From an optimization exercise on the open Yosys and OpenROAD flow, aimed at small area, a short achievable clock period and few clock cycles per item; shortcuts taken in it are not production practice. Function was not checked in any run shown here: the RTL went through the layout flow alone.

<file path="design.v">
module MyDesign #(parameter OUTPUT_LENGTH       = 8,
                  parameter MAX_MESSAGE_LENGTH  = 55,
                  parameter NUMBER_OF_Ks        = 64,
                  parameter NUMBER_OF_Hs        = 8 ,
                  parameter SYMBOL_WIDTH        = 8  )
            (
            output reg                                      dut__xxx__finish     ,
            input  wire                                     xxx__dut__go         ,
            input  wire  [ $clog2(MAX_MESSAGE_LENGTH):0]    xxx__dut__msg_length ,
            output reg  [ $clog2(MAX_MESSAGE_LENGTH)-1:0]   dut__msg__address  ,
            output wire                                     dut__msg__enable   ,
            output wire                                     dut__msg__write    ,
            input  wire [7:0]                               msg__dut__data     ,
            output wire [ $clog2(NUMBER_OF_Ks)-1:0]         dut__kmem__address  ,
            output wire                                     dut__kmem__enable   ,
            output wire                                     dut__kmem__write    ,
            input  wire [31:0]                              kmem__dut__data     ,
            output reg  [ $clog2(NUMBER_OF_Hs)-1:0]         dut__hmem__address  ,
            output wire                                     dut__hmem__enable   ,
            output wire                                     dut__hmem__write    ,
            input  wire [31:0]                              hmem__dut__data     ,
            output reg  [ $clog2(OUTPUT_LENGTH)-1:0]        dut__dom__address  ,
            output reg  [31:0]                              dut__dom__data     ,
            output wire                                     dut__dom__enable   ,
            output wire                                     dut__dom__write    ,
            input  wire                 clk             ,
            input  wire                 reset
            );
assign dut__msg__enable  = 1'b1;
assign dut__msg__write   = 1'b0;
assign dut__kmem__enable = 1'b1;
assign dut__kmem__write  = 1'b0;
assign dut__hmem__enable = 1'b1;
assign dut__hmem__write  = 1'b0;
reg        busy;
reg  [6:0] r, p;
reg  [3:0] hcnt;
reg        dom_en;
reg  [5:0] lenr;                             
reg  [5:0] kaddr;                            
reg  [31:0] kreg;                            
wire       start = xxx__dut__go & ~busy;
wire       act   = busy | xxx__dut__go;
wire       kwf   = p[0] ^ r[0];              
wire       hdone = hcnt[3] | (hcnt[2:0] == 3'd7);
wire       last  = (r == 7'd69);
assign dut__kmem__address = kaddr;
assign dut__dom__enable   = dom_en;
assign dut__dom__write    = dom_en;
wire [5:0] maddr = dut__msg__address;
wire       mdone = (maddr == lenr);
wire       wavail = (p[6:4] != 3'd0) | mdone | (maddr[5:2] == p[3:0] + 4'd1);
wire rstep = kwf & hdone & ~r[6];
wire pstep = busy & ~p[6] & wavail & (~kwf | rstep);
wire rd    = start | (busy & ~mdone & ((maddr[5:2] == p[3:0]) | pstep));
wire hload = act & ~hdone;
wire h0ld  = rstep & (r == 7'd0);
wire drain = busy & (r >= 7'd65) & (r <= 7'd67);
wire owr   = busy & (r >= 7'd61) & (r <= 7'd68);
function [2:0] wordof(input [2:0] km1);
    case (km1)
        3'd4: wordof = 3'd7;
        3'd5: wordof = 3'd3;
        3'd6: wordof = 3'd2;
        3'd7: wordof = 3'd1;
        3'd0: wordof = 3'd0;
        3'd1: wordof = 3'd6;
        3'd2: wordof = 3'd5;
        default: wordof = 3'd4;
    endcase
endfunction
wire [6:0] r_n    = last ? 7'd0 : ((rstep | (busy & r[6])) ? r + 7'd1 : r);
wire [3:0] hcnt_n = last ? 4'd0 : ((hload | h0ld) ? hcnt + 4'd1 : hcnt);
wire [2:0] haddr_n = hcnt_n[3] ? wordof(r_n[2:0] - 3'd1) : ~hcnt_n[2:0];
always @(posedge clk or posedge reset) begin
    if (reset) begin
        busy              <= 1'b0;
        r                 <= 7'd0;
        p                 <= 7'd0;
        hcnt              <= 4'd0;
        dut__msg__address <= 6'd0;
        kaddr             <= 6'd0;
        dut__hmem__address<= 3'd7;
        dut__xxx__finish  <= 1'b0;
        dom_en            <= 1'b0;
    end else begin
        busy               <= start | (busy & ~last);
        r                  <= r_n;
        p                  <= last ? 7'd0 : (pstep ? p + 7'd1 : p);
        hcnt               <= hcnt_n;
        dut__msg__address  <= last ? 6'd0 : (rd ? maddr + 6'd1 : maddr);
        kaddr              <= last ? 6'd0 : ((start | pstep) ? kaddr + 6'd1 : kaddr);
        dut__hmem__address <= haddr_n;
        dut__xxx__finish   <= busy & last;
        dom_en             <= owr;
    end
end
reg  [31:0] wr [0:15];
reg  [31:0] kw;
function [31:0] rotr(input [31:0] x, input integer n);
    rotr = (x >> n) | (x << (32 - n));
endfunction
always @(posedge clk) begin
    if (start) lenr <= xxx__dut__msg_length[5:0];
    if (start | pstep) kreg <= kmem__dut__data;
end
wire [5:0]  len   = start ? xxx__dut__msg_length[5:0] : lenr;
wire [3:0]  q     = start ? 4'd0 : p[3:0] + 4'd1;
wire        qlen  = (len[5:2] == q);
wire [31:0] padw  = {qlen & (len[1:0] == 2'd0), 7'd0,
                     qlen & (len[1:0] == 2'd1), 7'd0,
                     qlen & (len[1:0] == 2'd2), 7'd0,
                     qlen & (len[1:0] == 2'd3), 7'd0}
                  | ((q == 4'd15) ? {23'd0, len[5:0], 3'd0} : 32'd0);
wire        p_lt15 = (p[6:4] == 3'd0) & (p[3:0] != 4'd15);
reg  [31:0] sreg;
wire [31:0] ss0 = rotr(wr[2], 7) ^ rotr(wr[2], 18) ^ (wr[2] >> 3);
wire [31:0] ss1 = rotr(wr[14], 17) ^ rotr(wr[14], 19) ^ (wr[14] >> 10);
wire [31:0] u0  = wr[1] ^ wr[10] ^ ss0;
wire [31:0] u1  = ((wr[1] & wr[10]) | (wr[1] & ss0) | (wr[10] & ss0)) << 1;
wire [31:0] snew  = u0 + u1;
wire [31:0] sched = ss1 + sreg;
wire selS = pstep & ~p_lt15;
reg [31:0] wrest;
always @(*) begin
    wrest = ((pstep & p_lt15) | start) ? padw : wr[15];
    if (rd) begin
        case (maddr[1:0])
            2'd0: wrest[31:24] = msg__dut__data;
            2'd1: wrest[23:16] = msg__dut__data;
            2'd2: wrest[15: 8] = msg__dut__data;
            2'd3: wrest[ 7: 0] = msg__dut__data;
        endcase
    end
end
wire [31:0] w15n = selS ? sched : wrest;
integer i;
always @(posedge clk) begin
    if (pstep) begin
        for (i = 0; i < 15; i = i + 1) wr[i] <= wr[i+1];
        sreg <= snew;
        kw <= kreg + wr[15];
    end
    wr[15] <= w15n;
end
reg [31:0] A1, A2, A3, A4, e, f, g, h;
wire [31:0] S0  = rotr(A1, 2) ^ rotr(A1, 13) ^ rotr(A1, 22);
wire [31:0] S1  = rotr(e, 6) ^ rotr(e, 11) ^ rotr(e, 25);
wire [31:0] ch  = g ^ (e & (f ^ g));
wire [31:0] maj = (A1 & A2) | (A3 & (A1 | A2));
wire [31:0] nA4 = ~A4;
wire [31:0] x0 = A3 ^ h ^ kw;
wire [31:0] x1 = ((A3 & h) | (A3 & kw) | (h & kw)) << 1;
wire [31:0] y0 = x0 ^ x1 ^ ch;
wire [31:0] y1 = ((x0 & x1) | (x0 & ch) | (x1 & ch)) << 1;
wire [31:0] z0 = y0 ^ y1 ^ S1;
wire [31:0] z1 = ((y0 & y1) | (y0 & S1) | (y1 & S1)) << 1;
wire [31:0] enew = z0 + z1;
wire [31:0] ua = e ^ nA4 ^ maj;
wire [31:0] ub = {((e[30:0] & nA4[30:0]) | (e[30:0] & maj[30:0]) | (nA4[30:0] & maj[30:0])), 1'b1};
wire [31:0] va = ua ^ ub ^ S0;
wire [31:0] vb = ((ua & ub) | (ua & S0) | (ub & S0)) << 1;
wire [31:0] anew = va + vb;
wire r0     = (r == 7'd0);
wire ashift = hload | rstep | (busy & (r == 7'd64));
wire eshift = hload | rstep | drain;
always @(posedge clk) begin
    if (ashift) begin
        A1 <= (hload | r0) ? hmem__dut__data : anew;
        A2 <= A1; A3 <= A2; A4 <= A3;
    end
    if (eshift) begin
        e <= hload ? A3 : enew;
        f <= e; g <= f; h <= g;
    end
end
reg  [1:0] tsel;                             
wire [31:0] tap = tsel[1] ? h : (tsel[0] ? A1 : e);
always @(posedge clk) begin
    tsel <= (r_n == 7'd61) ? 2'd0 : ((r_n <= 7'd65) ? 2'd1 : 2'd2);
    dut__dom__data    <= tap + hmem__dut__data;
    dut__dom__address <= dut__hmem__address;
end
endmodule
</file>
<file path="flow/run.sh">
#!/bin/bash
bash standard.sh SETUP_SLACK_MARGIN=6 "BUFFER_PORTS_ARGS=-buffer_cell sky130_fd_sc_hd__buf_1" finish > standard.log 2>&1
</file>
<file path="standard.sh">
#!/bin/bash
# synth_recipe.tcl (not shown) runs the flow's synth.tcl, then flattens the netlist and writes it again
# the make line also repeats each setting of config.mk as NAME=value (left out here)
make -C /OpenROAD-flow-scripts/flow DESIGN_CONFIG=/design/flow/config.mk WORK_HOME=/design/flow/orfs CLKGATE_MAP_FILE= SYNTH_SCRIPT=/design/flow/synth_recipe.tcl "${@:-finish}"
</file>
<file path="config.mk">
export PLATFORM = sky130hd
export DESIGN_NAME = MyDesign
export DESIGN_NICKNAME = MyDesign
export VERILOG_FILES = /design/flow/design.v
export SDC_FILE = /design/flow/constraint.sdc
export NUM_CORES = 4
export LEC_CHECK = 0
export ABC_AREA = 1
export CAP_MARGIN = 20
export CORE_MARGIN = 2
export CORE_UTILIZATION = 40
export CTS_CLUSTER_DIAMETER = 100
export CTS_CLUSTER_SIZE = 24
export SETUP_SLACK_MARGIN = 5
export SLEW_MARGIN = 20
</file>
<file path="constraint.sdc">
create_clock -name core_clock -period 10.0 [get_ports {clk}]
set_input_delay 2.0000 -clock core_clock [delete_from_list [all_inputs] [get_ports {clk}]]
set_output_delay 2.0000 -clock core_clock [all_outputs]
set_load 0.01 [all_outputs]
</file>
==> run summary, run 1 <==
GPL Wtd Cong 0.942; vias in the first global route 31.4k; # rows 128; setup_tns 0 ps; H-tree levels 2; I/O pin cnt 141; Largest Register wr; global-route wire length before repair 196 mm; cell depth of the worst flop-to-flop path 13; Worst Skew 52.6 ps; Cell variety after synth 56; CP Max Fanout 39; Slew Limit Fails 0; clock root buffer clkbuf_16; Die Ht 356 um; Syn. warnings 2; antenna diode count 0; Worst EP arrival 4620 ps; post-synthesis register bit count 911; GRT overflow 0; syn avg cell area 10.7 um^2; Synth top area share 0.486; Die Wd 356 um; vias 33.0k; First-pass DRT Iterations 5; layout cells sized above 1 0.0643; Crit path required time 10520 ps; Syn Std Cell Area 49400 um^2; DIE AREA 126000 um^2; initial antenna violation count 3; FMAX 0.244 GHz; hold crit path type reg -> reg; Skew-Pair Late Insertion Delay 690 ps; Post-DP Area 51800 um^2; number of remaining DRC errors 0; WL/cell 20.4 um; post-route cell area 54500 um^2; ys flop type edfxtp_1; Initial DRC Count 3342; core area 122000 um^2; top cells by area, synth edfxtp_1 (49%), fa_1 (7.7%), inv_1 (5.7%); register area share after synthesis 0.535; # hold bufs at CTS 0; Synth async-reset ratio 0.0395; part of the cycle the worst path needs 0.410; final wirelength 132 mm; clock-pin slew on the worst setup and hold paths 90 ps; TritonCTS Buffers 51; Longest Clk Path Bufs 3; endpoints failing hold 0; Worst Setup End Kind register; final net count 5291; largest net degree at the start of global routing 172; Vias/cell 5.09; Synth top cells by count edfxtp_1 (800), inv_1 (757), nand2_1 (755), a21oi_1 (292), nor2_1 (262); Largest register FFs 480; final setup vio count 0; status finished clean; Mapped Cells 4637; startpoint types input port; Initial Util 0.405; Hold Path Depth 0; most frequent cell after synthesis edfxtp_1; Setup Crit Path Kind in -> reg; Synth area leader edfxtp_1; Post-DP HPWL 102 mm; Slew headroom 0.302; Least-Margin Pin Slew 1040 ps; RSZ-0062 raised after global routing true; min cycle time layout 4100 ps; port bufs 133; Total GRT Usage 0.207; CTS tree yes; Max Cap Violations 0; DRT antenna net count 0; clk sinks 911; area grow syn2layout 10.3%; Fill cells 11.5k; EDFF count, synth 800
## critical path: stages
cell and delay [ps]:
buf_1 140, o21ai_4 160, buf_4 470, clkinv_1 1000, a21oi_1 490, o21ai_0 190
o21ai_0 100
## path summary, 6_finish.rpt
check | from | endpoint | slack (ps)
min reg2reg | wr[12][22] | wr[11][22] | 400
max | xxx__dut__go | e[9] | 5900
max in group asynchronous | reset | dut__hmem__address[1] | 8270
max reg2reg | A3[12] | e[19] | 5990
min in group asynchronous | reset | hcnt[3] | 1370
min | wr[12][22] | wr[11][22] | 400
## logic make-up (layout without fill, tap and decap cells)
group / after synthesis / count (layout) / synth area share
adder cells (fa/ha/maj): 388 / 388 / 0.127
multiplexers: 31 / 31 / 0.00630
XOR/XNOR: 405 / 405 / 0.0718
other: 2 / 6 / 0.000152
AO/OA/AOI/OAI: 685 / 685 / 0.0769
flip-flops: 911 / 911 / 0.535
buffers and inverters: 865 / 1076 / 0.0670
AND/OR/NAND/NOR: 1350 / 1350 / 0.116
## area by class of cell
cell class              count  area (um^2)  area share
multi-input cells        2865        20200       0.371
clock buffers              59         1330      0.0243
well taps                1625         2030      0.0373
repair inverters            1         7.51    0.000138
repair buffers            223         1230      0.0225
flip-flops and latches    911        26400       0.485
inverters                 770         2920      0.0535
clock inverters            23          369     0.00677
## through the flow
step	std cells	hold WS [ps]	util	worst slack, ps
after global placement	6323	400	0.424	5110
final	6477	401	0.446	5900
after detailed placement	6323	399	0.424	5050
after floorplan	4641	400	-	6170
after CTS	6420	389	0.440	5970
after global routing	6477	397	0.446	5800
## cell usage in the layout, fill, tap and decap left out, drive strengths merged, types with 176 or more instances in the layout
cell / n
xnor2: 176
nand3: 186
ha: 197
nand2: 762
a21oi: 292
buf: 223
inv: 777
xor2: 229
nor2: 266
o21ai: 244
edfxtp: 800
fa: 189
## layer usage
layer / track usage / wire [um] / vias up
met5: 0 / 19 / -
met4: 0.0575 / 3790 / 4
met3: 0.0330 / 9020 / 155
met2: 0.310 / 57400 / 1009
met1: 0.310 / 62100 / 16000
li1: - / - / 15700
## timing repair
action	CTS	global route
buffers inserted	14	57
pin swaps	14	25
setup endpoints to repair	166	244
gates resized for setup	47	92
gates cloned	1	0
==> run 2, diff against run 1 <==
==> flow/run.sh (replaced) <==
#!/bin/bash
bash standard.sh SETUP_SLACK_MARGIN=5.5 "BUFFER_PORTS_ARGS=-buffer_cell sky130_fd_sc_hd__buf_1" finish > standard.log 2>&1
--- a/config.mk
+++ b/config.mk
@@ -7,3 +7,2 @@
 export LEC_CHECK = 0
-export ABC_AREA = 1
 export CAP_MARGIN = 20
==> run summary, run 2 <==
largest net degree at the start of global routing 200; top cells by area, synth edfxtp_1 (51%), fa_1 (8.0%), xnor2_1 (6.1%); cell depth of the worst flop-to-flop path 18; RSZ-0062 raised after global routing true; vias in the first global route 27.2k; Largest register FFs 480; DIE AREA 121000 um^2; final wirelength 113 mm; Total GRT Usage 0.183; number of remaining DRC errors 0; I/O pin cnt 141; Post-DP Area 49400 um^2; Slew Limit Fails 0; RR Startpoint A3[2]; Post-DP HPWL 82.0 mm; Hold Path Depth 0; # rows 126; Vias/cell 5.22; Fill cells 10.8k; CP Max Fanout 5; hold path startpoint wr[5][29]; GRT overflow 0; core area 118000 um^2; EDFF count, synth 800; WHS 392 ps; Syn. warnings 2; # hold bufs at CTS 0; Synth async-reset ratio 0.0395; Initial Util 0.402; Slew headroom 0.200; Synth area leader edfxtp_1; register area share after synthesis 0.559; Worst Setup End Kind register; First-pass DRT Iterations 6; syn avg cell area 12.5 um^2; clk sinks 911; ys flop type edfxtp_1; final net count 4390; Max Cap Violations 0; post-synthesis register bit count 911; Synth top cells by count edfxtp_1 (800), inv_1 (430), xnor2_1 (327), nand2_1 (212), ha_1 (197); commonest non-fill, non-tap cells in the layout edfxtp_1 (800), inv_1 (419), xnor2_1 (325); Finished Core Util 0.442; initial antenna violation count 3; port bufs 133; Placed Cells 5329; Synth top area share 0.508; vias 28.6k; Skew-Pair Late Insertion Delay 680 ps; FMAX 0.220 GHz; Longest Clk Path Bufs 3; TritonCTS Buffers 48; Syn Std Cell Area 47300 um^2; hold crit path type reg -> reg; area grow syn2layout 9.99%; clock-pin slew on the worst setup and hold paths 100 ps; RR Endpoint A1[29]; part of the cycle the worst path needs 0.454; GPL Wtd Cong 0.926; CTS tree yes; Largest Register wr; commonest non-fill, non-tap cell in the layout edfxtp_1; status finished clean; Die Wd 348 um; most frequent cell after synthesis edfxtp_1; post-route insts no fill 5485; endpoints failing hold 0; antenna diode count 0; Least-Margin Pin Slew 1200 ps; Die Ht 348 um; Setup Crit Path Kind reg -> reg; Mapped Cells 3775; post-route cell area 52000 um^2; global-route wire length before repair 168 mm; Initial DRC Count 2523; Crit path required time 10410 ps; Cell variety after synth 81; WHS Endpoint wr[4][29]; clock root buffer clkbuf_16; layout cells sized above 1 0.0727; final setup vio count 0; WL/cell 20.6 um; worst reg2reg setup slack 5460 ps; Worst EP arrival 4950 ps; min cycle time layout 4540 ps; Worst Skew 37.9 ps; setup_tns 0 ps; DRT antenna net count 0; startpoint types register; H-tree levels 2
## run 2: cell types whose count changed in the layout (fill, tap and decap cells not counted), moves of 83 or more
cell,change
nand2_1,-538
inv_1,-327
xnor2_1,+149
nand3_1,-116
xor2_1,-113
a21oi_1,-89
a21o_1,+86
nor2_1,-83
## run 2: worst max-delay path by stage
stage	from	end	depth (start not counted)
detailed placement	xxx__dut__go	dut__hmem__address[2]	12
finish	A3[2]	A1[29]	18
global route	A3[1]	e[31]	18
floorplan	p[1]	wr[15][26]	10
CTS	A3[2]	e[24]	15
global placement	xxx__dut__go	dut__hmem__address[2]	12
## run 2: repair_timing
item / in CTS / in global routing
setup endpoints to repair: 33 / 37
pin swaps: 16 / 58
setup buffers: 32 / 47
gates resized for setup: 28 / 90
hold endpoints to repair: 0 / 0
## run 2: per-layer routing
| metal | routed length (um) | vias up | track usage |
|---|---|---|---|
| met5 | 42 | - | 0 |
| met4 | 2220 | 6 | 0.0363 |
| met3 | 5950 | 124 | 0.0239 |
| met2 | 51400 | 699 | 0.284 |
| met1 | 53400 | 14400 | 0.277 |
| li1 | - | 13400 | - |
## run 2: critical path: stages, from the launching register on
cell and delay, ps:
edfxtp_1 440, buf_4 160, buf_6 110, a21o_1 180, o21ai_2 60, fa_1 460
inv_2 80, fa_2 480, inv_2 80, fa_2 230, nor2b_4 60, o31ai_4 310
a21oi_2 120, a221o_2 490, a22oi_2 300, a31oi_4 170, o211ai_1 260, nor3b_2 200
o31ai_1 80
## run 2: layout make-up
cell class / count / area [um^2] / area share
flip-flops and latches: 911 / 26400 / 0.508
multi-input cells: 2304 / 19300 / 0.371
well taps: 1536 / 1920 / 0.0369
inverters: 430 / 1620 / 0.0312
clock buffers: 61 / 1300 / 0.0250
repair buffers: 227 / 1260 / 0.0241
clock inverters: 16 / 215 / 0.00414
## run 2: per-stage QoR
stage | worst slack, ps
after floorplan | 77.9
after global placement | 4490
after detailed placement | 4480
after CTS | 5480
after global routing | 5330
final | 5460
## run 2: cell families (layout without fill, tap and decap cells)
family                     Yosys count  in the layout  synth area share
and+or+nand+nor                    652            652            0.0643
muxes                               89             89            0.0191
other                                2              6          0.000159
xor gates and xnor gates           446            446            0.0829
adders and majority gates          389            389             0.133
AOI/OAI and AO/OA                  722            722            0.0962
DFF                                911            911             0.559
buffers and inverters              564            734            0.0459
==> run 3, diff against run 2 <==
--- a/design.v
+++ b/design.v
@@ -41,2 +41,3 @@
 reg  [31:0] kreg;                            
+reg  [31:0] hreg;                            
 wire       start = xxx__dut__go & ~busy;
@@ -52,4 +53,6 @@
 wire       wavail = (p[6:4] != 3'd0) | mdone | (maddr[5:2] == p[3:0] + 4'd1);
-wire rstep = kwf & hdone & ~r[6];
-wire pstep = busy & ~p[6] & wavail & (~kwf | rstep);
+wire pr    = busy & kwf & hdone & ~p[6] & wavail;
+wire p0    = busy & (p == 7'd0) & wavail;
+wire rstep = pr | (kwf & p[6]);
+wire pstep = pr | p0;
 wire rd    = start | (busy & ~mdone & ((maddr[5:2] == p[3:0]) | pstep));
@@ -73,3 +76,3 @@
 wire [3:0] hcnt_n = last ? 4'd0 : ((hload | h0ld) ? hcnt + 4'd1 : hcnt);
-wire [2:0] haddr_n = hcnt_n[3] ? wordof(r_n[2:0] - 3'd1) : ~hcnt_n[2:0];
+wire [2:0] haddr_n = hcnt_n[3] ? wordof(r_n[2:0]) : ~hcnt_n[2:0];
 always @(posedge clk or posedge reset) begin
@@ -98,3 +101,3 @@
 reg  [31:0] wr [0:15];
-reg  [31:0] kw;
+reg  [31:0] kx;                              
 function [31:0] rotr(input [31:0] x, input integer n);
@@ -105,2 +108,3 @@
     if (start | pstep) kreg <= kmem__dut__data;
+    hreg <= hmem__dut__data;
 end
@@ -141,3 +145,2 @@
         sreg <= snew;
-        kw <= kreg + wr[15];
     end
@@ -151,8 +154,4 @@
 wire [31:0] nA4 = ~A4;
-wire [31:0] x0 = A3 ^ h ^ kw;
-wire [31:0] x1 = ((A3 & h) | (A3 & kw) | (h & kw)) << 1;
-wire [31:0] y0 = x0 ^ x1 ^ ch;
-wire [31:0] y1 = ((x0 & x1) | (x0 & ch) | (x1 & ch)) << 1;
-wire [31:0] z0 = y0 ^ y1 ^ S1;
-wire [31:0] z1 = ((y0 & y1) | (y0 & S1) | (y1 & S1)) << 1;
+wire [31:0] z0 = kx ^ ch ^ S1;
+wire [31:0] z1 = ((kx & ch) | (kx & S1) | (ch & S1)) << 1;
 wire [31:0] enew = z0 + z1;
@@ -166,2 +165,16 @@
 wire eshift = hload | rstep | drain;
+wire        xfix = busy & ~hcnt[3] & (hcnt[2:0] == 3'd6);
+wire        xz   = (p == 7'd0) & ~xfix;
+wire [31:0] q1 = xfix ? kx : kreg;
+wire [31:0] q2 = xfix ? 32'd0 : wr[15];
+wire [31:0] q3 = xz ? 32'd0 : g;
+wire [31:0] q4 = xz ? 32'd0 : A2;
+wire [31:0] c0 = q1 ^ q2 ^ q3;
+wire [31:0] c1 = ((q1 & q2) | (q1 & q3) | (q2 & q3)) << 1;
+wire [31:0] d0 = c0 ^ c1 ^ q4;
+wire [31:0] d1 = ((c0 & c1) | (c0 & q4) | (c1 & q4)) << 1;
+wire [31:0] xnew = d0 + d1;
+always @(posedge clk) begin
+    if (pstep | xfix) kx <= xnew;
+end
 always @(posedge clk) begin
@@ -180,4 +193,6 @@
     tsel <= (r_n == 7'd61) ? 2'd0 : ((r_n <= 7'd65) ? 2'd1 : 2'd2);
-    dut__dom__data    <= tap + hmem__dut__data;
-    dut__dom__address <= dut__hmem__address;
+    if (owr) begin
+        dut__dom__data    <= tap + hreg;
+        dut__dom__address <= wordof(r[2:0] - 3'd1);
+    end
 end
==> flow/run.sh (replaced) <==
#!/bin/bash
bash standard.sh SETUP_SLACK_MARGIN=6 finish > standard.log 2>&1
--- a/config.mk
+++ b/config.mk
@@ -10,4 +10,2 @@
 export CORE_UTILIZATION = 40
-export CTS_CLUSTER_DIAMETER = 100
-export CTS_CLUSTER_SIZE = 24
 export SETUP_SLACK_MARGIN = 5
==> run summary, run 3 <==
commonest non-fill, non-tap cells in the layout edfxtp_1 (835), inv_1 (389), xnor2_1 (290); Synth async-reset ratio 0.0382; final setup vio count 0; commonest non-fill, non-tap cell in the layout edfxtp_1; Longest Clk Path Bufs 3; CTS tree yes; Crit path largest cell delay 530 ps; GRT overflow 0; Worst Skew 39.5 ps; TritonCTS Buffers 99; GPL Wtd Cong 0.894; # rows 127; final net count 4716; Largest register FFs 480; I/O pin cnt 141; global-route wire length before repair 193 mm; WL/cell 22.2 um; Slew headroom 0.319; Max Cap Violations 0; clock-pin slew on the worst setup and hold paths 60 ps; post-synthesis register bit count 943; DIE AREA 125000 um^2; Die Wd 353 um; hold crit path type reg -> reg; largest net degree at the start of global routing 162; CP Max Fanout 4; vias 30.9k; Synth area leader edfxtp_1; Synth top cells by count edfxtp_1 (835), inv_1 (408), xnor2_1 (334), nand2_1 (286), o21ai_0 (222); most frequent cell after synthesis edfxtp_1; vias in the first global route 30.5k; Slew Limit Fails 0; initial antenna violation count 9; Hold Path Depth 0; status finished clean; WHS 409 ps; Syn Std Cell Area 48700 um^2; endpoints failing hold 0; Least-Margin Pin Slew 1020 ps; Initial DRC Count 2753; RSZ-0062 raised after global routing true; FMAX 0.197 GHz; H-tree levels 3; area grow syn2layout 21.8%; setup_tns 0 ps; hold path startpoint wr[3][14]; final wirelength 132 mm; Initial Util 0.405; startpoint types register; Worst Setup End Kind register; layout cells sized above 1 0.171; DRT antenna net count 0; number of remaining DRC errors 0; Die Ht 353 um; # hold bufs at CTS 0; ys flop type edfxtp_1; EDFF count, synth 835; part of the cycle the worst path needs 0.507; Vias/cell 5.19; Synth top area share 0.515; top cells by area, synth edfxtp_1 (52%), fa_1 (7.8%), xnor2_1 (6.0%); core area 120000 um^2; register area share after synthesis 0.563; Syn. warnings 2; Skew-Pair Late Insertion Delay 740 ps; syn avg cell area 12.5 um^2; Total GRT Usage 0.208; Setup Crit Path Kind reg -> reg; most used cell along the critical path nand2_2; Post-DP HPWL 90.6 mm; clk sinks 943; min cycle time layout 5070 ps; cell depth of the worst flop-to-flop path 22; First-pass DRT Iterations 6; Worst EP arrival 5540 ps; Largest Register wr; Mapped Cells 3884; Crit path required time 10470 ps; Critical Path, Cell by Cell or3_4 -> nor4b_4 -> buf_4 -> nand2_4 -> buf_12 -> buf_16 -> nand2_2 -> fa_1 -> fa_1 -> inv_2 -> fa_2 -> a211oi_2 -> o21ai_2 -> nand2_2 -> a31oi_4 -> o311a_1 -> a21oi_2 -> o21ai_2 -> buf_4 -> nand3_2 -> nand2_2 -> xor2_1; clock root buffer clkbuf_16; Cell variety after synth 89; RR Startpoint p[6]; worst setup path start p[6]; port bufs 133; Slowest cell on crit path fa_1
## run 3: final timing paths
kind                        endpoint  slack [ps]
setup reg to reg              kx[27]        4930
min in group asynchronous   kaddr[5]        1670
hold reg to reg            wr[2][14]         410
hold / removal             wr[2][14]         410
max in group asynchronous       r[1]        7940
setup / recovery              kx[27]        4930
## run 3: final cells by class
class                   count  area, um^2
fillers                 10400       61000
clock inverters            52         621
inverters                 409        1550
diodes                      5        12.5
multi-input cells        2392       21100
flip-flops and latches    943       27400
repair buffers            399        3860
clock buffers             134        2710
well taps                1612        2020
## run 3: kinds of logic after synthesis
group           Yosys count  share of synthesized area
flops                   943                      0.563
mux                      91                     0.0192
fa+ha+maj               393                      0.130
buf+inv                 554                     0.0437
compound gates          745                     0.0948
simple gates            699                     0.0661
other cells               2                   0.000154
xor+xnor                457                     0.0826
## run 3: critical path, delay by kind of cell (launching register included)
family,cells,cell delay [ps]
xor+xnor,1,140
simple gates,7,1060
compound gates,6,1190
fa+ha+maj,3,1330
flops,1,410
buf+inv,5,700
## run 3: repair_timing
action | in CTS | in global routing
buffers inserted | 188 | 40
pin swaps | 148 | 117
setup endpoints to repair | 377 | 224
resized for setup | 287 | 114
cloned | 8 | 2
## run 3: metrics by stage
step	cell area, um^2	instances	utilization	setup WS [ps]
global route	59300	5941	0.493	4790
CTS	58500	5899	0.486	4970
global placement	52000	5517	0.433	3990
detailed placement	52000	5517	0.433	3870
finish	59300	5946	0.493	4930
floorplan	49100	3888	-	-951
## run 3: layer usage
layer	global-route usage	wire, um
met5	0	0
met4	0.0952	6510
met1	0.279	56200
met2	0.331	61000
met3	0.0334	8300
==> run 4, diff against run 3 <==
--- a/design.v
+++ b/design.v
@@ -119,9 +119,9 @@
 wire        p_lt15 = (p[6:4] == 3'd0) & (p[3:0] != 4'd15);
-reg  [31:0] sreg;
-wire [31:0] ss0 = rotr(wr[2], 7) ^ rotr(wr[2], 18) ^ (wr[2] >> 3);
+wire [31:0] ss0 = rotr(wr[1], 7) ^ rotr(wr[1], 18) ^ (wr[1] >> 3);
 wire [31:0] ss1 = rotr(wr[14], 17) ^ rotr(wr[14], 19) ^ (wr[14] >> 10);
-wire [31:0] u0  = wr[1] ^ wr[10] ^ ss0;
-wire [31:0] u1  = ((wr[1] & wr[10]) | (wr[1] & ss0) | (wr[10] & ss0)) << 1;
-wire [31:0] snew  = u0 + u1;
-wire [31:0] sched = ss1 + sreg;
+wire [31:0] u0  = wr[0] ^ wr[9] ^ ss0;
+wire [31:0] u1  = ((wr[0] & wr[9]) | (wr[0] & ss0) | (wr[9] & ss0)) << 1;
+wire [31:0] v0  = u0 ^ u1 ^ ss1;
+wire [31:0] v1  = ((u0 & u1) | (u0 & ss1) | (u1 & ss1)) << 1;
+wire [31:0] sched = v0 + v1;
 wire selS = pstep & ~p_lt15;
@@ -144,3 +144,2 @@
         for (i = 0; i < 15; i = i + 1) wr[i] <= wr[i+1];
-        sreg <= snew;
     end
@@ -165,3 +164,3 @@
 wire eshift = hload | rstep | drain;
-wire        xfix = busy & ~hcnt[3] & (hcnt[2:0] == 3'd6);
+wire        xfix = hload & (hcnt[2:0] == 3'd6);
 wire        xz   = (p == 7'd0) & ~xfix;
--- a/config.mk
+++ b/config.mk
@@ -9,3 +9,4 @@
 export CORE_MARGIN = 2
-export CORE_UTILIZATION = 40
+export CORE_UTILIZATION = 50
+export CTS_BUF_LIST = sky130_fd_sc_hd__clkbuf_8
 export SETUP_SLACK_MARGIN = 5
==> run summary, run 4 <==
most frequent cell after synthesis edfxtp_1; Vias/cell 5.63; commonest non-fill, non-tap cell in the layout edfxtp_1; DRT antenna net count 0; cell depth of the worst flop-to-flop path 22; global-route wire length before repair 198 mm; final setup vio count 0; worst reg2reg setup slack 4540 ps; Synth top area share 0.527; Crit path required time 10630 ps; status finished clean; Synth area leader edfxtp_1; Slowest cell on crit path fa_1; post-synthesis register bit count 943; Syn Std Cell Area 47600 um^2; top cells by area, synth edfxtp_1 (53%), fa_1 (9.2%), xnor2_1 (6.1%); clk sinks 943; Longest Clk Path Bufs 3; Worst EP arrival 6350 ps; core area 94700 um^2; post-synthesis compound-gate area fraction 0.0871; startpoint types input port; ys flop type edfxtp_1; Synth async-reset ratio 0.0382; commonest non-fill, non-tap cells in the layout edfxtp_1 (835), inv_1 (338), xnor2_1 (269); First-pass DRT Iterations 5; largest net degree at the start of global routing 173; Adder-Cell Fraction of Synth Area 0.139; initial antenna violation count 7; DIE AREA 97700 um^2; RSZ-0062 raised after global routing true; final net count 4580; clock root buffer clkbuf_8; EDFF count, synth 835; FMAX 0.175 GHz; main combinational cell family by area after synthesis adder cells; endpoints failing hold 0; Initial Util 0.503; Crit path largest cell delay 520 ps; vias in the first global route 30.8k; Slew Limit Fails 0; Least-Margin Pin Slew 1120 ps; I/O pin cnt 141; Cell variety after synth 92; Synth top cells by count edfxtp_1 (835), xnor2_1 (333), inv_1 (312), nand2_1 (238), fa_1 (219); register area share after synthesis 0.576; Simple-Gate Fraction of Synth Area 0.0626; Slew headroom 0.250; Die Ht 313 um; CTS tree yes; H-tree levels 4; Worst Setup End Kind register; Mapped Cells 3615; worst setup path start xxx__dut__go; Worst Skew 36.6 ps; port bufs 133; setup_tns 0 ps; part of the cycle the worst path needs 0.573; RR Startpoint hcnt[0]; Max Cap Violations 0; Total GRT Usage 0.276; vias 31.0k; # rows 113; syn avg cell area 13.2 um^2; Critical Path, Cell by Cell buf_8 -> nor2_4 -> nor3_4 -> buf_12 -> nand3_4 -> nand2b_4 -> buf_12 -> buf_4 -> nand2_4 -> fa_1 -> inv_1 -> fa_1 -> ha_4 -> a21o_1 -> a21o_1 -> a221oi_4 -> o31ai_4 -> a221oi_4 -> o21ai_2 -> or2_4 -> a41oi_4 -> xnor2_1; Setup Crit Path Kind in -> reg; min cycle time layout 5730 ps; TritonCTS Buffers 160; Critical Path End kx[30]; Syn. warnings 2; GRT overflow 0; Largest register FFs 512; RR Endpoint kx[30]; Initial DRC Count 2809; Largest Register wr; number of remaining DRC errors 0; CP Max Fanout 5; xor-xnor portion of the synthesized cell area 0.0792; WL/cell 25.0 um; layout cells sized above 1 0.226; GPL Wtd Cong 0.919; Skew-Pair Late Insertion Delay 890 ps; multiplexer share of the synthesized area 0.0182; hold crit path type reg -> reg; clock-pin slew on the worst setup and hold paths 60 ps; area grow syn2layout 23.8%; Die Wd 313 um; final wirelength 138 mm; Post-DP HPWL 93.1 mm
run 4: worst min-delay path by stage:
stage                    start  cells after the start          to  slack [ps]
finish               wr[4][26]                      0   wr[3][26]         410
global route        wr[11][14]                      0  wr[10][14]         400
CTS                  wr[12][0]                      0   wr[11][0]         400
detailed placement  wr[12][13]                      0  wr[11][13]         400
global placement     wr[3][11]                      0   wr[2][11]         400
floorplan            wr[11][0]                      0   wr[10][0]         400
run 4: logic make-up (layout without fill, tap and decap cells):
family	count (synthesis)	in the layout
fa+ha+maj	400	400
xor+xnor	427	427
mux	85	85
buf+inv	457	1061
simple gates	645	649
compound gates	656	657
other cells	2	15
flops	943	943
run 4: area by class of cell:
class / instances / area, um^2
Clock buffer: 171 / 2350
Tap cell: 1265 / 1580
Inverter: 312 / 1180
Sequential cell: 943 / 27400
Fill cell: 7381 / 35800
Timing Repair Buffer: 460 / 4370
Antenna cell: 9 / 22.5
Multi-Input combinational cell: 2224 / 21200
Clock inverter: 118 / 840
run 4: metal layers:
metal	track usage	share of wire	up-vias
met2	0.398	0.43	1147
li1	-	-	13700
met4	0.0776	0.024	2
met3	0.0621	0.086	220
met1	0.421	0.46	15900
met5	0	0.000095	-
run 4: through the flow:
stage	hold WS, ps	utilization	instances	instance area [um^2]	setup WS (ps)
3_5_place_dp	405	0.533	4894	50500	1810
6_report	406	0.622	5502	58900	4270
5_1_grt	400	0.622	5499	58900	4150
2_1_floorplan	400	-	3619	48000	3890
3_3_place_gp	400	0.533	4894	50500	1870
4_1_cts	398	0.603	5395	57200	4410
run 4: timing repair:
action	in CTS	in global routing
setup buffers	201	95
resized for setup	306	204
pin swaps	156	185
setup endpoints to repair	444	97
hold buffers	0	0
gates cloned	11	3
run 4: worst max-delay path, delay by kind of cell:
kind                       cells  cell delay [ps]
and+or+nand+nor                6              920
xor gates and xnor gates       1              100
buffers and inverters          5              560
AOI/OAI and AO/OA              7             1510
adders and majority gates      3             1250
==> run 5, diff against run 4 <==
--- a/config.mk
+++ b/config.mk
@@ -9,4 +9,3 @@
 export CORE_MARGIN = 2
-export CORE_UTILIZATION = 50
-export CTS_BUF_LIST = sky130_fd_sc_hd__clkbuf_8
+export CORE_UTILIZATION = 40
 export SETUP_SLACK_MARGIN = 5
==> run summary, run 5 <==
EDFF count, synth 835; Worst Setup End Kind register; H-tree levels 3; Post-DP HPWL 90.2 mm; Syn Std Cell Area 47600 um^2; final setup vio count 0; met1 GRT Util 0.301; Total GRT Usage 0.211; Syn. warnings 2; setup_tns 0 ps; Synth top area share 0.527; DIE AREA 122000 um^2; startpoint types input port; Slowest cell on crit path fa_1; RSZ-0062 raised after global routing true; number of remaining DRC errors 0; vias 29.6k; post-synthesis register bit count 943; status finished clean; Crit path largest cell delay 530 ps; GRT overflow 0; CTS tree yes; cell family with most CP delay adder cells; cell depth of the worst flop-to-flop path 23; Least-Margin Pin Slew 1100 ps; I/O pin cnt 141; Worst Skew 80.5 ps; GRT met3 Usage 0.0393; ys flop type edfxtp_1; WL/cell 23.3 um; Hold Path Depth 0; Slew headroom 0.263; worst reg2reg setup slack 4720 ps; Longest Clk Path Bufs 3; First-pass DRT Iterations 8; busiest layer in global routing met2; clk sinks 943; Synth top cells by count edfxtp_1 (835), xnor2_1 (333), inv_1 (312), nand2_1 (238), fa_1 (219); final net count 4470; Mapped Cells 3615; area grow syn2layout 22.6%; post-route cell area 58400 um^2; Slew Limit Fails 0; Vias/cell 5.28; Die Wd 349 um; RR Startpoint hcnt[0]; WHS Endpoint g[15]; endpoints failing hold 0; commonest non-fill, non-tap cells in the layout edfxtp_1 (835), inv_1 (292), xnor2_1 (278); syn avg cell area 13.2 um^2; top cells by area, synth edfxtp_1 (53%), fa_1 (9.2%), xnor2_1 (6.1%); Max Cap Violations 0; core area 118000 um^2; TritonCTS Buffers 102; Post-DP Area 50800 um^2; commonest non-fill, non-tap cell in the layout edfxtp_1; register area share after synthesis 0.576; Initial DRC Count 2668; hold crit path type reg -> reg; Cell variety after synth 92; min cycle time layout 5730 ps; hold path startpoint f[15]; Synth async-reset ratio 0.0382; most frequent cell after synthesis edfxtp_1; global-route wire length before repair 189 mm; initial antenna violation count 8; CP Max Fanout 5; Largest Register wr; # rows 126; DRT antenna net count 0; Die Ht 349 um; met2 usage 0.324; clock-pin slew on the worst setup and hold paths 60 ps; Skew-Pair Late Insertion Delay 750 ps; Largest register FFs 512; Setup Crit Path Kind in -> reg; clock root buffer clkbuf_16; Worst EP arrival 6220 ps; Synth area leader edfxtp_1; Initial Util 0.403; Crit path required time 10500 ps; CP Buf/Inv Count 4; final wirelength 131 mm; Critical Path, Cell by Cell buf_8 -> nor2_4 -> nor3_4 -> nand3_4 -> buf_6 -> nand2b_4 -> nand2_4 -> fa_1 -> inv_2 -> fa_1 -> ha_2 -> fa_2 -> a21oi_2 -> nand4b_1 -> a31oi_4 -> nand4_1 -> buf_6 -> a41oi_4 -> o41ai_4 -> nor2b_1 -> o21ai_2 -> a21oi_2 -> xor2_1; FMAX 0.175 GHz; largest net degree at the start of global routing 97; part of the cycle the worst path needs 0.573; layout cells sized above 1 0.197; RR Endpoint kx[29]; GPL Wtd Cong 0.902; port bufs 133; vias in the first global route 29.2k
==> run 5: logic make-up after synthesis <==
logic type                 share of synthesized area
AOI/OAI and AO/OA                             0.0871
xor gates and xnor gates                      0.0792
adders and majority gates                      0.139
buffers and inverters                         0.0375
DFF                                            0.576
muxes                                         0.0182
other                                       0.000158
and+or+nand+nor                               0.0626
==> run 5: worst reg2reg max path, cell delays in order, from the launching register on <==
cell      delay [ps]
dfrtp_1          420
ha_1             210
ha_1             240
nor3_4           250
nand3_4          170
buf_6            180
nand2b_4         130
nand2_4           70
fa_1             530
inv_2             40
fa_1             450
ha_2             210
fa_2             370
a21oi_2          220
nand4b_1         220
a31oi_4          110
nand4_1          100
buf_6            130
a41oi_4          160
o41ai_4          300
nor2b_1          100
o21ai_2          160
a21oi_2           90
xor2_1           160
==> run 5: stage by stage <==
step | hold WS (ps) | utilization | instances | setup slack [ps]
floorplan | 400 | - | 3619 | 3890
global placement | 400 | 0.430 | 5166 | 1910
detailed placement | 405 | 0.430 | 5166 | 1800
CTS | 377 | 0.480 | 5524 | 4410
global route | 384 | 0.494 | 5608 | 4070
finish | 381 | 0.495 | 5609 | 4270
==> run 5: worst max path at each step <==
stage               slack [ps]     end  cells past startpoint          from
detailed placement        1800  kx[29]                     21  xxx__dut__go
global placement          1910  kx[29]                     21  xxx__dut__go
finish                    4270  kx[29]                     23  xxx__dut__go
CTS                       4410  kx[29]                     23  xxx__dut__go
global route              4070  kx[29]                     23  xxx__dut__go
floorplan                 3890  kx[29]                     22  xxx__dut__go
==> run 5: timing repair <==
| item | CTS | global route |
|---|---|---|
| pin swaps | 135 | 124 |
| setup buffers | 166 | 80 |
| resized for setup | 256 | 206 |
| gates cloned | 10 | 1 |
| setup endpoints to repair | 367 | 111 |
| hold buffers | 0 | 0 |
==> run 5: final cells by class <==
class,instances,area [um^2]
Fill cell,10000,59700
Sequential cell,943,27400
Multi-Input combinational cell,2225,20800
Timing Repair Buffer,407,3800
Clock buffer,134,2770
Tap cell,1536,1920
Inverter,312,1180
Clock inverter,48,500
Antenna cell,4,10.0
==> run 5: metal layers <==
metal / routed length, um / share of wire
met5: 8 / 0.000061
met1: 58000 / 0.44
met4: 4960 / 0.038
met3: 8990 / 0.069
met2: 58700 / 0.45
==> run 6, diff against run 5 <==
--- a/design.v
+++ b/design.v
@@ -164,3 +164,3 @@
 wire eshift = hload | rstep | drain;
-wire        xfix = hload & (hcnt[2:0] == 3'd6);
+wire        xfix = busy & ~hcnt[3] & (hcnt[2:0] == 3'd6);
 wire        xz   = (p == 7'd0) & ~xfix;
==> run summary, run 6 <==
Worst EP arrival 5160 ps; status finished clean; Initial Util 0.403; most frequent cell after synthesis edfxtp_1; setup_tns 0 ps; min cycle time layout 4700 ps; hold crit path type reg -> reg; final net count 4524; Critical Path, Cell by Cell inv_1 -> ha_1 -> nand4b_1 -> buf_6 -> nand2_8 -> buf_12 -> nand2_2 -> fa_1 -> inv_1 -> fa_1 -> ha_4 -> fa_2 -> a21o_1 -> a21oi_2 -> nand2b_4 -> a21oi_4 -> a21o_4 -> a21boi_4 -> o31ai_4 -> a21oi_2 -> nor2_1 -> a211o_1; TritonCTS Buffers 100; Adder-Cell Fraction of Synth Area 0.140; Placed Cells 5183; cell family with most CP delay adder cells; Synth async-reset ratio 0.0382; layout cells sized above 1 0.198; post-route insts no fill 5656; EDFF count, synth 835; Crit path required time 10460 ps; main combinational cell family by area after synthesis adder cells; syn avg cell area 13.1 um^2; clock-pin slew on the worst setup and hold paths 60 ps; startpoint types register; FMAX 0.213 GHz; vias in the first global route 29.1k; Worst Skew 36.7 ps; routed length on met3 7.43 mm; Met1 Routed Length 57.9 mm; Slew Limit Fails 0; Crit path largest cell delay 500 ps; Cell variety after synth 88; First-pass DRT Iterations 5; global-route wire length before repair 187 mm; xor-xnor portion of the synthesized cell area 0.0771; Mapped Cells 3623; Least-Margin Pin Slew 1040 ps; CP Max Fanout 6; DRT antenna net count 0; register area share after synthesis 0.577; number of remaining DRC errors 0; clk sinks 943; Slew headroom 0.305; Die Ht 349 um; top sig layer met4; WL/cell 22.7 um; core area 118000 um^2; vias 29.8k; DIE AREA 122000 um^2; Post-DP Area 50500 um^2; multiplexer share of the synthesized area 0.0169; post-synthesis compound-gate area fraction 0.0866; RSZ-0062 raised after global routing true; Syn Std Cell Area 47500 um^2; area grow syn2layout 23.3%; Max Cap Violations 0; I/O pin cnt 141; Synth top area share 0.528; Setup Crit Path Kind reg -> reg; met2 WL 58.5 mm; Initial DRC Count 2778; commonest non-fill, non-tap cells in the layout edfxtp_1 (835), inv_1 (296), xnor2_1 (288); Syn. warnings 2; Fill cells 10.1k; Largest register FFs 512; ys flop type edfxtp_1; Synth area leader edfxtp_1; # rows 126; post-synthesis register bit count 943; Vias/cell 5.27; GPL Wtd Cong 0.924; Largest Register wr; part of the cycle the worst path needs 0.470; CTS tree yes; post-route cell area 58600 um^2; Slowest cell on crit path fa_1; endpoints failing hold 0; Simple-Gate Fraction of Synth Area 0.0664; GRT overflow 0; Post-DP HPWL 87.4 mm; WHS 413 ps; final wirelength 129 mm; H-tree levels 3; clock root buffer clkbuf_16; # hold bufs at CTS 0; port bufs 133; CP Buf/Inv Count 4; final setup vio count 0; Die Wd 349 um; commonest non-fill, non-tap cell in the layout edfxtp_1; Total GRT Usage 0.207; initial antenna violation count 4; Synth top cells by count edfxtp_1 (835), xnor2_1 (332), inv_1 (314), nand2_1 (264), fa_1 (219); Worst Setup End Kind register; top cells by area, synth edfxtp_1 (53%), fa_1 (9.2%), xnor2_1 (6.1%); largest net degree at the start of global routing 140; antenna diode count 0; Longest Clk Path Bufs 3; Skew-Pair Late Insertion Delay 710 ps
[run 6: path summary, 6_finish.rpt]
path	cells after the start	start	slack, ps	end
max	22	hcnt[0]	5300	kx[31]
max in group asynchronous	3	reset	7890	p[3]
min in group asynchronous	3	reset	1710	dom_en
min reg2reg	0	wr[12][4]	410	wr[11][4]
min	0	wr[12][4]	410	wr[11][4]
max reg2reg	22	hcnt[0]	5300	kx[31]
[run 6: cells by family (layout without fill, tap and decap cells)]
kind of cell / Yosys count / count (layout)
AOI/OAI and AO/OA: 656 / 656
buffers and inverters: 448 / 940
adders and majority gates: 400 / 400
DFF: 943 / 943
muxes: 79 / 79
xor gates and xnor gates: 416 / 416
other: 2 / 6
and+or+nand+nor: 679 / 680
[run 6: per-layer routing]
| layer | track usage | vias up |
|---|---|---|
| met5 | 0 | - |
| met4 | 0.0688 | 0 |
| met3 | 0.0273 | 219 |
| met2 | 0.323 | 1070 |
| met1 | 0.299 | 15000 |
| li1 | - | 13500 |
[run 6: area by class of cell]
type                       instances  area, um^2  share of cell area
sequential                       943       27400               0.468
multi-input combinational       2237       20600               0.351
timing repair buffer             448        4320              0.0737
clock buffer                     130        2690              0.0458
tap                             1536        1920              0.0328
inverter                         314        1200              0.0204
clock inverter                    47         462             0.00788
timing repair inverter             1        5.00           0.0000854
[run 6: what timing repair did]
item / in CTS / in global routing
setup buffers: 207 / 76
gates resized for setup: 319 / 219
pin swaps: 182 / 154
gates cloned: 10 / 3
endpoints found under the setup margin: 699 / 321
[run 6: stage by stage]
stage	util	setup WS [ps]
after floorplan	-	1050
after global placement	0.429	3830
after detailed placement	0.429	3830
after CTS	0.483	5350
after global routing	0.497	5080
final	0.497	5300
==> run 7, diff against run 6 <==
--- a/design.v
+++ b/design.v
@@ -41,3 +41,2 @@
 reg  [31:0] kreg;                            
-reg  [31:0] hreg;                            
 wire       start = xxx__dut__go & ~busy;
@@ -53,6 +52,4 @@
 wire       wavail = (p[6:4] != 3'd0) | mdone | (maddr[5:2] == p[3:0] + 4'd1);
-wire pr    = busy & kwf & hdone & ~p[6] & wavail;
-wire p0    = busy & (p == 7'd0) & wavail;
-wire rstep = pr | (kwf & p[6]);
-wire pstep = pr | p0;
+wire rstep = kwf & hdone & ~r[6];
+wire pstep = busy & ~p[6] & wavail & (~kwf | rstep);
 wire rd    = start | (busy & ~mdone & ((maddr[5:2] == p[3:0]) | pstep));
@@ -76,3 +73,3 @@
 wire [3:0] hcnt_n = last ? 4'd0 : ((hload | h0ld) ? hcnt + 4'd1 : hcnt);
-wire [2:0] haddr_n = hcnt_n[3] ? wordof(r_n[2:0]) : ~hcnt_n[2:0];
+wire [2:0] haddr_n = hcnt_n[3] ? wordof(r_n[2:0] - 3'd1) : ~hcnt_n[2:0];
 always @(posedge clk or posedge reset) begin
@@ -101,3 +98,3 @@
 reg  [31:0] wr [0:15];
-reg  [31:0] kx;                              
+reg  [31:0] kw;
 function [31:0] rotr(input [31:0] x, input integer n);
@@ -108,3 +105,2 @@
     if (start | pstep) kreg <= kmem__dut__data;
-    hreg <= hmem__dut__data;
 end
@@ -144,2 +140,3 @@
         for (i = 0; i < 15; i = i + 1) wr[i] <= wr[i+1];
+        kw <= kreg + wr[15];
     end
@@ -147,3 +144,4 @@
 end
-reg [31:0] A1, A2, A3, A4, e, f, g, h;
+reg [31:0] A1, A2, A3, e, f, g, h;
+reg [31:0] t1, dh;
 wire [31:0] S0  = rotr(A1, 2) ^ rotr(A1, 13) ^ rotr(A1, 22);
@@ -152,11 +150,15 @@
 wire [31:0] maj = (A1 & A2) | (A3 & (A1 | A2));
-wire [31:0] nA4 = ~A4;
-wire [31:0] z0 = kx ^ ch ^ S1;
-wire [31:0] z1 = ((kx & ch) | (kx & S1) | (ch & S1)) << 1;
+wire [31:0] x0 = dh ^ kw ^ ch;
+wire [31:0] x1 = ((dh & kw) | (dh & ch) | (kw & ch)) << 1;
+wire [31:0] z0 = x0 ^ x1 ^ S1;
+wire [31:0] z1 = ((x0 & x1) | (x0 & S1) | (x1 & S1)) << 1;
 wire [31:0] enew = z0 + z1;
-wire [31:0] ua = e ^ nA4 ^ maj;
-wire [31:0] ub = {((e[30:0] & nA4[30:0]) | (e[30:0] & maj[30:0]) | (nA4[30:0] & maj[30:0])), 1'b1};
-wire [31:0] va = ua ^ ub ^ S0;
-wire [31:0] vb = ((ua & ub) | (ua & S0) | (ub & S0)) << 1;
-wire [31:0] anew = va + vb;
+wire [31:0] y0 = h ^ kw ^ ch;
+wire [31:0] y1 = ((h & kw) | (h & ch) | (kw & ch)) << 1;
+wire [31:0] w0 = y0 ^ y1 ^ S1;
+wire [31:0] w1 = ((y0 & y1) | (y0 & S1) | (y1 & S1)) << 1;
+wire [31:0] t1new = w0 + w1;
+wire [31:0] ua = t1 ^ maj ^ S0;
+wire [31:0] ub = ((t1 & maj) | (t1 & S0) | (maj & S0)) << 1;
+wire [31:0] anew = ua + ub;
 wire r0     = (r == 7'd0);
@@ -164,16 +166,2 @@
 wire eshift = hload | rstep | drain;
-wire        xfix = busy & ~hcnt[3] & (hcnt[2:0] == 3'd6);
-wire        xz   = (p == 7'd0) & ~xfix;
-wire [31:0] q1 = xfix ? kx : kreg;
-wire [31:0] q2 = xfix ? 32'd0 : wr[15];
-wire [31:0] q3 = xz ? 32'd0 : g;
-wire [31:0] q4 = xz ? 32'd0 : A2;
-wire [31:0] c0 = q1 ^ q2 ^ q3;
-wire [31:0] c1 = ((q1 & q2) | (q1 & q3) | (q2 & q3)) << 1;
-wire [31:0] d0 = c0 ^ c1 ^ q4;
-wire [31:0] d1 = ((c0 & c1) | (c0 & q4) | (c1 & q4)) << 1;
-wire [31:0] xnew = d0 + d1;
-always @(posedge clk) begin
-    if (pstep | xfix) kx <= xnew;
-end
 always @(posedge clk) begin
@@ -181,3 +169,3 @@
         A1 <= (hload | r0) ? hmem__dut__data : anew;
-        A2 <= A1; A3 <= A2; A4 <= A3;
+        A2 <= A1; A3 <= A2;
     end
@@ -187,2 +175,4 @@
     end
+    if (rstep) t1 <= t1new;
+    if (hload | rstep) dh <= A2 + g;
 end
@@ -192,6 +182,4 @@
     tsel <= (r_n == 7'd61) ? 2'd0 : ((r_n <= 7'd65) ? 2'd1 : 2'd2);
-    if (owr) begin
-        dut__dom__data    <= tap + hreg;
-        dut__dom__address <= wordof(r[2:0] - 3'd1);
-    end
+    dut__dom__data    <= tap + hmem__dut__data;
+    dut__dom__address <= dut__hmem__address;
 end
--- a/config.mk
+++ b/config.mk
@@ -10,2 +10,4 @@
 export CORE_UTILIZATION = 40
+export CTS_CLUSTER_DIAMETER = 100
+export CTS_CLUSTER_SIZE = 24
 export SETUP_SLACK_MARGIN = 5
==> run summary, run 7 <==
status finished clean; port bufs 133; post-synthesis register bit count 943; top sig layer met5; commonest non-fill, non-tap cell in the layout edfxtp_1; EDFF count, synth 832; vias in the first global route 30.7k; Initial DRC Count 3217; antenna diode count 0; Worst EP arrival 5110 ps; Die Wd 358 um; CP Max Fanout 3; TritonCTS Buffers 48; final net count 4783; layout cells sized above 1 0.163; Skew-Pair Late Insertion Delay 680 ps; Synth area leader edfxtp_1; ys flop type edfxtp_1; Die Ht 358 um; DRT antenna net count 0; clock-pin slew on the worst setup and hold paths 110 ps; register area share after synthesis 0.545; WHS 412 ps; core area 125000 um^2; Reg area 27400 um^2; worst reg2reg setup slack 5300 ps; Cell variety after synth 88; Largest register FFs 512; WL/cell 22.9 um; syn avg cell area 12.6 um^2; FMAX 0.213 GHz; final wirelength 136 mm; DIE AREA 128000 um^2; number of remaining DRC errors 0; Total GRT Usage 0.207; routed length on met3 9.41 mm; Synth async-reset ratio 0.0382; H-tree levels 2; min cycle time layout 4700 ps; Mapped Cells 3975; GRT overflow 0; area of the multi-input gates 23700 um^2; area grow syn2layout 17.9%; endpoints failing hold 0; Max Cap Violations 0; vias 32.0k; Worst Setup End Kind register; initial antenna violation count 1; CTS tree yes; Longest Clk Path Bufs 3; Largest Register wr; most frequent cell after synthesis edfxtp_1; setup_tns 0 ps; startpoint types register; clock root buffer clkbuf_16; RSZ-0062 raised after global routing true; Setup Crit Path Kind reg -> reg; met2 WL 61.1 mm; Synth top cells by count edfxtp_1 (832), inv_1 (334), xnor2_1 (324), nand2_1 (234), ha_1 (231); Synth top area share 0.497; Crit path required time 10410 ps; final setup vio count 0; global-route wire length before repair 198 mm; Vias/cell 5.39; # rows 130; hold crit path type reg -> reg; Slew headroom 0.270; Fill cells 11.0k; First-pass DRT Iterations 5; I/O pin cnt 141; Slew Limit Fails 0; clk sinks 943; Initial Util 0.402; Syn Std Cell Area 50200 um^2; Worst Skew 45.4 ps; part of the cycle the worst path needs 0.470; Finished Core Util 0.473; commonest non-fill, non-tap cells in the layout edfxtp_1 (832), inv_1 (319), xnor2_1 (265); Met1 Routed Length 62.2 mm; Syn. warnings 2; GPL Wtd Cong 0.923; top cells by area, synth edfxtp_1 (50%), fa_1 (8.8%), ha_1 (5.8%); Post-DP HPWL 96.5 mm; Least-Margin Pin Slew 1090 ps; largest net degree at the start of global routing 182
[run 7: metal layers]
metal | global-route usage | up-vias
li1 | - | 14700
met1 | 0.311 | 16200
met2 | 0.316 | 999
met3 | 0.0312 | 152
met4 | 0.0491 | 2
met5 | 0 | -
[run 7: critical path, cell delays in order, from the launching register on]
cell and delay [ps]:
edfxtp_1 470, mux2_4 340, fa_1 490, inv_1 50, fa_1 490, inv_2 50
ha_4 250, a211oi_4 230, o211ai_1 170, a311oi_4 390, a211oi_4 130, o41ai_2 260
o21ai_1 140, or4_4 460, nand4_1 120, or3b_1 380
[run 7: timing repair]
item                                    CTS  global route
endpoints found under the setup margin  456           250
hold buffers                              0             0
setup buffers                           147            57
pin swaps                               143           142
gates cloned                              5             1
hold endpoints to repair                  0             0
gates resized for setup                 270           227
[run 7: path summary, 6_finish.rpt]
path,from,to,cells after the start
max in group asynchronous,reset,dut__msg__address[3],3
setup / recovery,e[11],t1[30],15
setup reg to reg,e[11],t1[30],15
min in group asynchronous,reset,kaddr[0],3
hold reg to reg,wr[11][31],wr[10][31],0
hold / removal,wr[11][31],wr[10][31],0
[run 7: logic make-up (layout without fill, tap and decap cells)]
family,count (synthesis),after routing,synth area share
xor gates and xnor gates,468,468,0.0820
buffers and inverters,478,784,0.0369
DFF,943,943,0.545
AOI/OAI and AO/OA,809,813,0.104
adders and majority gates,459,459,0.147
and+or+nand+nor,741,741,0.0692
other,2,6,0.000149
muxes,75,75,0.0156
[run 7: layout make-up]
cell class / count / area share
clock buffer: 76 / 0.0231
clock inverter: 14 / 0.00296
inverter: 334 / 0.0212
multi-input combinational: 2562 / 0.400
sequential: 943 / 0.463
tap: 1650 / 0.0349
timing repair buffer: 359 / 0.0552
timing repair inverter: 1 / 0.000127
[run 7: through the flow]
step	setup WS (ps)	instance area, um^2	instances
4_1_cts	5350	57700	5881
5_1_grt	5240	59200	5939
6_report	5300	59200	5939
2_1_floorplan	5700	50700	3979
3_3_place_gp	3900	53600	5638
3_5_place_dp	3790	53600	5639
==> run 8, diff against run 7 <==
--- a/design.v
+++ b/design.v
@@ -115,9 +115,9 @@
 wire        p_lt15 = (p[6:4] == 3'd0) & (p[3:0] != 4'd15);
-wire [31:0] ss0 = rotr(wr[1], 7) ^ rotr(wr[1], 18) ^ (wr[1] >> 3);
+reg  [31:0] sreg;
+wire [31:0] ss0 = rotr(wr[2], 7) ^ rotr(wr[2], 18) ^ (wr[2] >> 3);
 wire [31:0] ss1 = rotr(wr[14], 17) ^ rotr(wr[14], 19) ^ (wr[14] >> 10);
-wire [31:0] u0  = wr[0] ^ wr[9] ^ ss0;
-wire [31:0] u1  = ((wr[0] & wr[9]) | (wr[0] & ss0) | (wr[9] & ss0)) << 1;
-wire [31:0] v0  = u0 ^ u1 ^ ss1;
-wire [31:0] v1  = ((u0 & u1) | (u0 & ss1) | (u1 & ss1)) << 1;
-wire [31:0] sched = v0 + v1;
+wire [31:0] u0  = wr[1] ^ wr[10] ^ ss0;
+wire [31:0] u1  = ((wr[1] & wr[10]) | (wr[1] & ss0) | (wr[10] & ss0)) << 1;
+wire [31:0] snew  = u0 + u1;
+wire [31:0] sched = ss1 + sreg;
 wire selS = pstep & ~p_lt15;
@@ -140,2 +140,3 @@
         for (i = 0; i < 15; i = i + 1) wr[i] <= wr[i+1];
+        sreg <= snew;
         kw <= kreg + wr[15];
==> run summary, run 8 <==
Worst EP arrival 4750 ps; clk sinks 943; largest net degree at the start of global routing 189; CP Max Fanout 6; layout cells sized above 1 0.123; First-pass DRT Iterations 5; Longest Clk Path Bufs 3; Worst Skew 78.5 ps; ys flop type edfxtp_1; Initial DRC Count 2914; RR Startpoint e[26]; number of remaining DRC errors 0; EDFF count, synth 832; port bufs 133; RSZ-0062 raised after global routing true; Worst Setup End Kind register; part of the cycle the worst path needs 0.430; vias 33.0k; H-tree levels 2; Setup Crit Path Kind reg -> reg; Synth async-reset ratio 0.0382; Die Wd 362 um; Syn. warnings 2; worst setup path start e[26]; core area 127000 um^2; Initial Util 0.403; clock-pin slew on the worst setup and hold paths 100 ps; Post-DP HPWL 98.2 mm; post-route cell area 59300 um^2; Vias/cell 5.35; I/O pin cnt 141; vias in the first global route 31.8k; # hold bufs at CTS 0; status finished clean; GRT overflow 0; clock root buffer clkbuf_16; Mapped Cells 4214; Max Cap Violations 0; hold path startpoint wr[9][7]; register area share after synthesis 0.534; Synth top cells by count edfxtp_1 (832), inv_1 (503), xnor2_1 (326), ha_1 (257), o21ai_0 (236); Synth top area share 0.487; WL/cell 22.8 um; Post-DP Area 54600 um^2; Total GRT Usage 0.211; DIE AREA 131000 um^2; Fill cells 11.4k; Die Ht 362 um; Skew-Pair Late Insertion Delay 720 ps; post-synthesis register bit count 943; global-route wire length before repair 205 mm; # rows 131; Finished Core Util 0.465; commonest non-fill, non-tap cells in the layout edfxtp_1 (832), inv_1 (492), xnor2_1 (295); top cells by area, synth edfxtp_1 (49%), fa_1 (7.5%), ha_1 (6.3%); Slew headroom 0.366; most frequent cell after synthesis edfxtp_1; Slew Limit Fails 0; syn avg cell area 12.2 um^2; Cell variety after synth 82; area of the multi-input gates 23100 um^2; GPL Wtd Cong 0.923; CTS tree yes; final setup vio count 0; Largest register FFs 480; Largest Register wr; FMAX 0.232 GHz; final net count 5012; initial antenna violation count 1; min cycle time layout 4300 ps; hold crit path type reg -> reg; Syn Std Cell Area 51300 um^2; final wirelength 141 mm; commonest non-fill, non-tap cell in the layout edfxtp_1; startpoint types register; area grow syn2layout 15.6%; worst reg2reg setup slack 5700 ps; DRT antenna net count 0; Synth area leader edfxtp_1; TritonCTS Buffers 51; Crit path required time 10450 ps; Least-Margin Pin Slew 951 ps; endpoints failing hold 0; Reg area 27400 um^2
==> run 8: kinds of logic after synthesis <==
kind of cell,Yosys count,share of synthesized area
buffers and inverters,632,0.0473
adder cells (fa/ha/maj),452,0.138
AND/OR/NAND/NOR,704,0.0652
XOR/XNOR,509,0.0870
AO/OA/AOI/OAI,889,0.111
flip-flops,943,0.534
multiplexers,83,0.0169
other,2,0.000146
==> run 8: final timing paths <==
kind | end | depth (start not counted)
min in group asynchronous | r[3] | 3
max in group asynchronous | dut__hmem__address[1] | 3
hold / removal | wr[8][7] | 0
setup reg to reg | e[23] | 17
hold reg to reg | wr[8][7] | 0
setup / recovery | e[23] | 17
==> run 8: timing repair <==
| item | in CTS | in global routing |
|---|---|---|
| setup buffers | 120 | 51 |
| pin swaps | 80 | 71 |
| gates resized for setup | 175 | 144 |
| endpoints found under the setup margin | 419 | 162 |
| gates cloned | 10 | 1 |
==> run 8: critical path, cell delays in order (launching register included) <==
cell and delay [ps]:
edfxtp_1 680, xnor2_2 490, fa_1 490, inv_1 70, ha_2 190, inv_2 40
fa_2 370, nor2b_4 160, o31ai_4 100, a21oi_2 190, a311oi_2 120, buf_4 170
o21a_4 220, a31o_4 250, buf_4 140, buf_6 120, xor2_4 150, a21oi_1 80
==> run 8: final cells by class <==
type,count,share of cell area
diodes,1,0.0000422
clock buffers,55,0.0218
clock inverters,22,0.00547
inverters,503,0.0318
multi-input cells,2649,0.390
flip-flops and latches,943,0.462
well taps,1662,0.0351
repair buffers,333,0.0538
==> run 8: per-layer routing <==
metal  vias up  wire, um  track usage
li1      15400         -            -
met1     16600     63100        0.299
met2       885     65100        0.339
met3       193      7900       0.0286
met4         0      4480       0.0610
met5         -         0            0
==> run 8: stage by stage <==
stage / TNS, ps / setup WS, ps / std cells / hold WS (ps)
2_1_floorplan: -274850 / -2300 / 4218 / 400
3_3_place_gp: 0 / 4080 / 5907 / 400
3_5_place_dp: 0 / 4050 / 5907 / 404
4_1_cts: 0 / 5740 / 6114 / 352
5_1_grt: 0 / 5590 / 6167 / 365
6_report: 0 / 5700 / 6168 / 366

separate check: timing with driven ports:
The flow's constraints put no driver on any port. The routed layouts listed below were extracted and timed again, unchanged, in two steps. Step 1, drivers: a clkbuf_16 drives clk and a buf_2 each remaining input, both assumed. Step 2 also shifts input and output timing later by t, the mid clock arrival at the registers, as if the neighbouring blocks saw the same clock. a / b / c = no drivers / after step 1 / after step 2; a / b = the first two.
run | shift t [ns] | setup WS [ns] | latest minus earliest clock arrival (ns) | pins driven straight from the clock port
run 1 | 0.741 | 5.897 / 5.923 / 5.182 | 0.053 / 0.054 | 1
run 2 | 0.728 | 5.456 / 5.456 / 4.937 | 0.039 / 0.039 | 1
run 3 | 0.797 | 4.931 / 4.931 / 4.931 | 0.040 / 0.040 | 1
run 4 | 0.937 | 4.274 / 4.275 / 3.338 | 0.049 / 0.048 | 1
run 5 | 0.783 | 4.274 / 4.272 / 3.489 | 0.081 / 0.081 | 1
run 6 | 0.760 | 5.298 / 5.298 / 5.245 | 0.039 / 0.039 | 1
run 7 | 0.726 | 5.299 / 5.299 / 5.248 | 0.047 / 0.047 | 1
run 8 | 0.756 | 5.697 / 5.697 / 5.337 | 0.079 / 0.079 | 1
After both steps every run listed still meets setup and hold. The setup slack of run 4, which loses most, moves by +0.001 ns with the drivers and by -0.936 ns with both steps.
